This is an optimization exercise on Yosys and OpenROAD, whose aim is small area, a short achievable clock period and few clock cycles, not a production implementation.
Only simulation tests tie the RTL to the original design; equivalence was not proved.
Power figures rest on the tool's default switching activity, not on a simulated workload.

oak:
Design ARM, start of the top module:
module ARM(
	input clk,
	input rst,
	output [31:0] imem_addr,
	input  [31:0] imem_rdata,
	output [31:0] dmem_addr,
	output [31:0] dmem_wdata,
	output dmem_we,
	output dmem_re,
	input  [63:0] dmem_rdata,
	input  dmem_ready,
	output reg wb_en,
	output reg [3:0] wb_dest,
	output reg [31:0] wb_value
);
Size: ~4,300 cells after synthesis, roughly 840 flip-flops, about 0.048 sq mm of cells after synthesis.
clock: 18.0 ns
lec_check: 0
cap_margin: 20
core_margin: 2
core_utilization: 40
setup_slack_margin: 0.5
slew_margin: 20
standard.sh (not shown) runs the stock make flow with config.mk's settings and CLKGATE_MAP_FILE= SYNTH_SCRIPT=/design/flow/synth_recipe.tcl, a recipe that flattens the netlist after the stock synthesis.
==> flow/flow/run.sh <==
#!/bin/bash
set -euo pipefail
bash standard.sh finish SETUP_SLACK_MARGIN=12 > standard_flow.log 2>&1
Testbench counts of oak, summed over its fixed seeds: cycles 114,659.
What pine does differently from oak at the input level:
--- a/flow/design.v
+++ b/flow/design.v
@@ -154,54 +154,38 @@
 		endcase
 	end
 	wire [31:0] res = arith ? sum[31:0] : logic_res;
 	wire [3:0] new_flags = {(res == 32'd0), arith & cout_ar, res[31], arith & v_ar};
 	reg busy, m_we;
 	reg [31:0] m_addr, m_wdata;
 	wire [31:0] addr_c = a + {{20{ir[11]}}, ir[11:0]};
 	wire do_ldr = ok & is_ldr;
 	wire do_str = ok & is_str;
-	reg lb_v;
-	reg [7:0]  lb_tag;
-	reg [63:0] lb_d;
-	wire hit = lb_v & (lb_tag == addr_c[10:3]);
-	wire [31:0] hit_word = addr_c[2] ? lb_d[63:32] : lb_d[31:0];
-	wire ld_bus = do_ldr & ~hit;
 	wire ld_done = dmem_ready & ~(busy & m_we);
-	wire ld_fill = ld_bus & ld_done;
-	assign stall = (do_str & busy) | (ld_bus & ~ld_done);
+	assign stall = (do_str & busy) | (do_ldr & ~ld_done);
 	always @(posedge clk or posedge rst)
 		if (rst) busy <= 1'b0;
 		else if (busy) begin
 			if (dmem_ready) busy <= 1'b0;
-		end else if ((ld_bus | do_str) & ~dmem_ready) busy <= 1'b1;
+		end else if ((do_ldr | do_str) & ~dmem_ready) busy <= 1'b1;
 	always @(posedge clk)
 		if (~busy) begin
 			m_we <= is_str;
 			m_addr <= addr_c;
 			m_wdata <= rmv;
 		end
-	always @(posedge clk or posedge rst)
-		if (rst) lb_v <= 1'b0;
-		else if (do_str & ~busy & hit) lb_v <= 1'b0;
-		else if (ld_fill) lb_v <= 1'b1;
-	always @(posedge clk)
-		if (ld_fill) begin
-			lb_tag <= addr_c[10:3];
-			lb_d <= dmem_rdata;
-		end
 	assign dmem_addr = busy ? m_addr : addr_c;
 	assign dmem_wdata = busy ? m_wdata : rmv;
 	assign dmem_we = busy ? m_we : do_str;
-	assign dmem_re = busy ? ~m_we : ld_bus;
-	wire [31:0] ld_word = hit ? hit_word : (dmem_addr[2] ? dmem_rdata[63:32] : dmem_rdata[31:0]);
+	assign dmem_re = busy ? ~m_we : do_ldr;
+	wire [31:0] ld_word = dmem_addr[2] ? dmem_rdata[63:32] : dmem_rdata[31:0];
 	wire dp_we = ok & is_dp & op_valid & ~op_cmp & ~op_tst;
-	assign rf_we = dp_we | (do_ldr & (hit | ld_done));
+	assign rf_we = dp_we | (do_ldr & ld_done);
 	assign rf_wd = is_mem ? ld_word : res;
 	wire flags_we = ~stall & ok & ((is_dp & op_valid & (s | op_cmp | op_tst)) | is_ldr);
 	always @(posedge clk or posedge rst)
 		if (rst) flags <= 4'd0;
 		else if (flags_we) flags <= new_flags;
 	assign mispredict = ir_v & is_br & (cond != 4'hF) & ~cpass;
 	always @(posedge clk or posedge rst)
 		if (rst) wb_en <= 1'b0;
 		else wb_en <= rf_we;
==> comparison <==
Timing, DRC, antenna: 0 failures across oak and pine. Going from oak to pine, wire length of the first global-routing pass up 12,000 um; summed area of non-filler cells in the final layout down 3.9%; pin count of the biggest net entering global routing up 3; clock skew flat. pine: non-clock buffer count about 0.7% below oak. pine vs. oak: simple logic cell fraction of the synthesized area went up by 2.3 points. Compared to oak, pine reaches a higher achievable clock. The lower sum of internal, switching and leakage power of oak and pine is in pine. Comparing oak and pine, fraction of standard cell area that is sequential is lower on pine.
Testbench counts of pine, summed over its fixed seeds: cycles 125,312.

==> what the ideal ports hide <==
No port has a modelled driver above. Below, the same layouts with a new extraction and two added sets of constraints.
Step 1 sets driving cells, clkbuf_16 on the clock port and buf_2 on the other inputs (assumed; they add their load-dependent delay and slew).
Step 2 adds t to the input delays and takes it off the output delays; t is the mean of the earliest and latest rising clock arrival at the registers after step 1. Input paths then give back, and output paths get back, about the clock's delay inside the block.
Three values: no drivers, after step 1, after step 2; two values: the first two.
| run | t, ns | slack for setup (ns) | worst setup path at the end | worst slew at a driven data input, ns | cell pins on the clock port's net |
|---|---|---|---|---|---|
| oak | 0.758 | 10.167 / 10.095 / 10.852 | register to output | 0.10 | 1 |
| pine | 0.749 | 10.446 / 10.373 / 11.109 | input to register | 0.11 | 1 |
After both steps setup and hold are still met in every run listed.
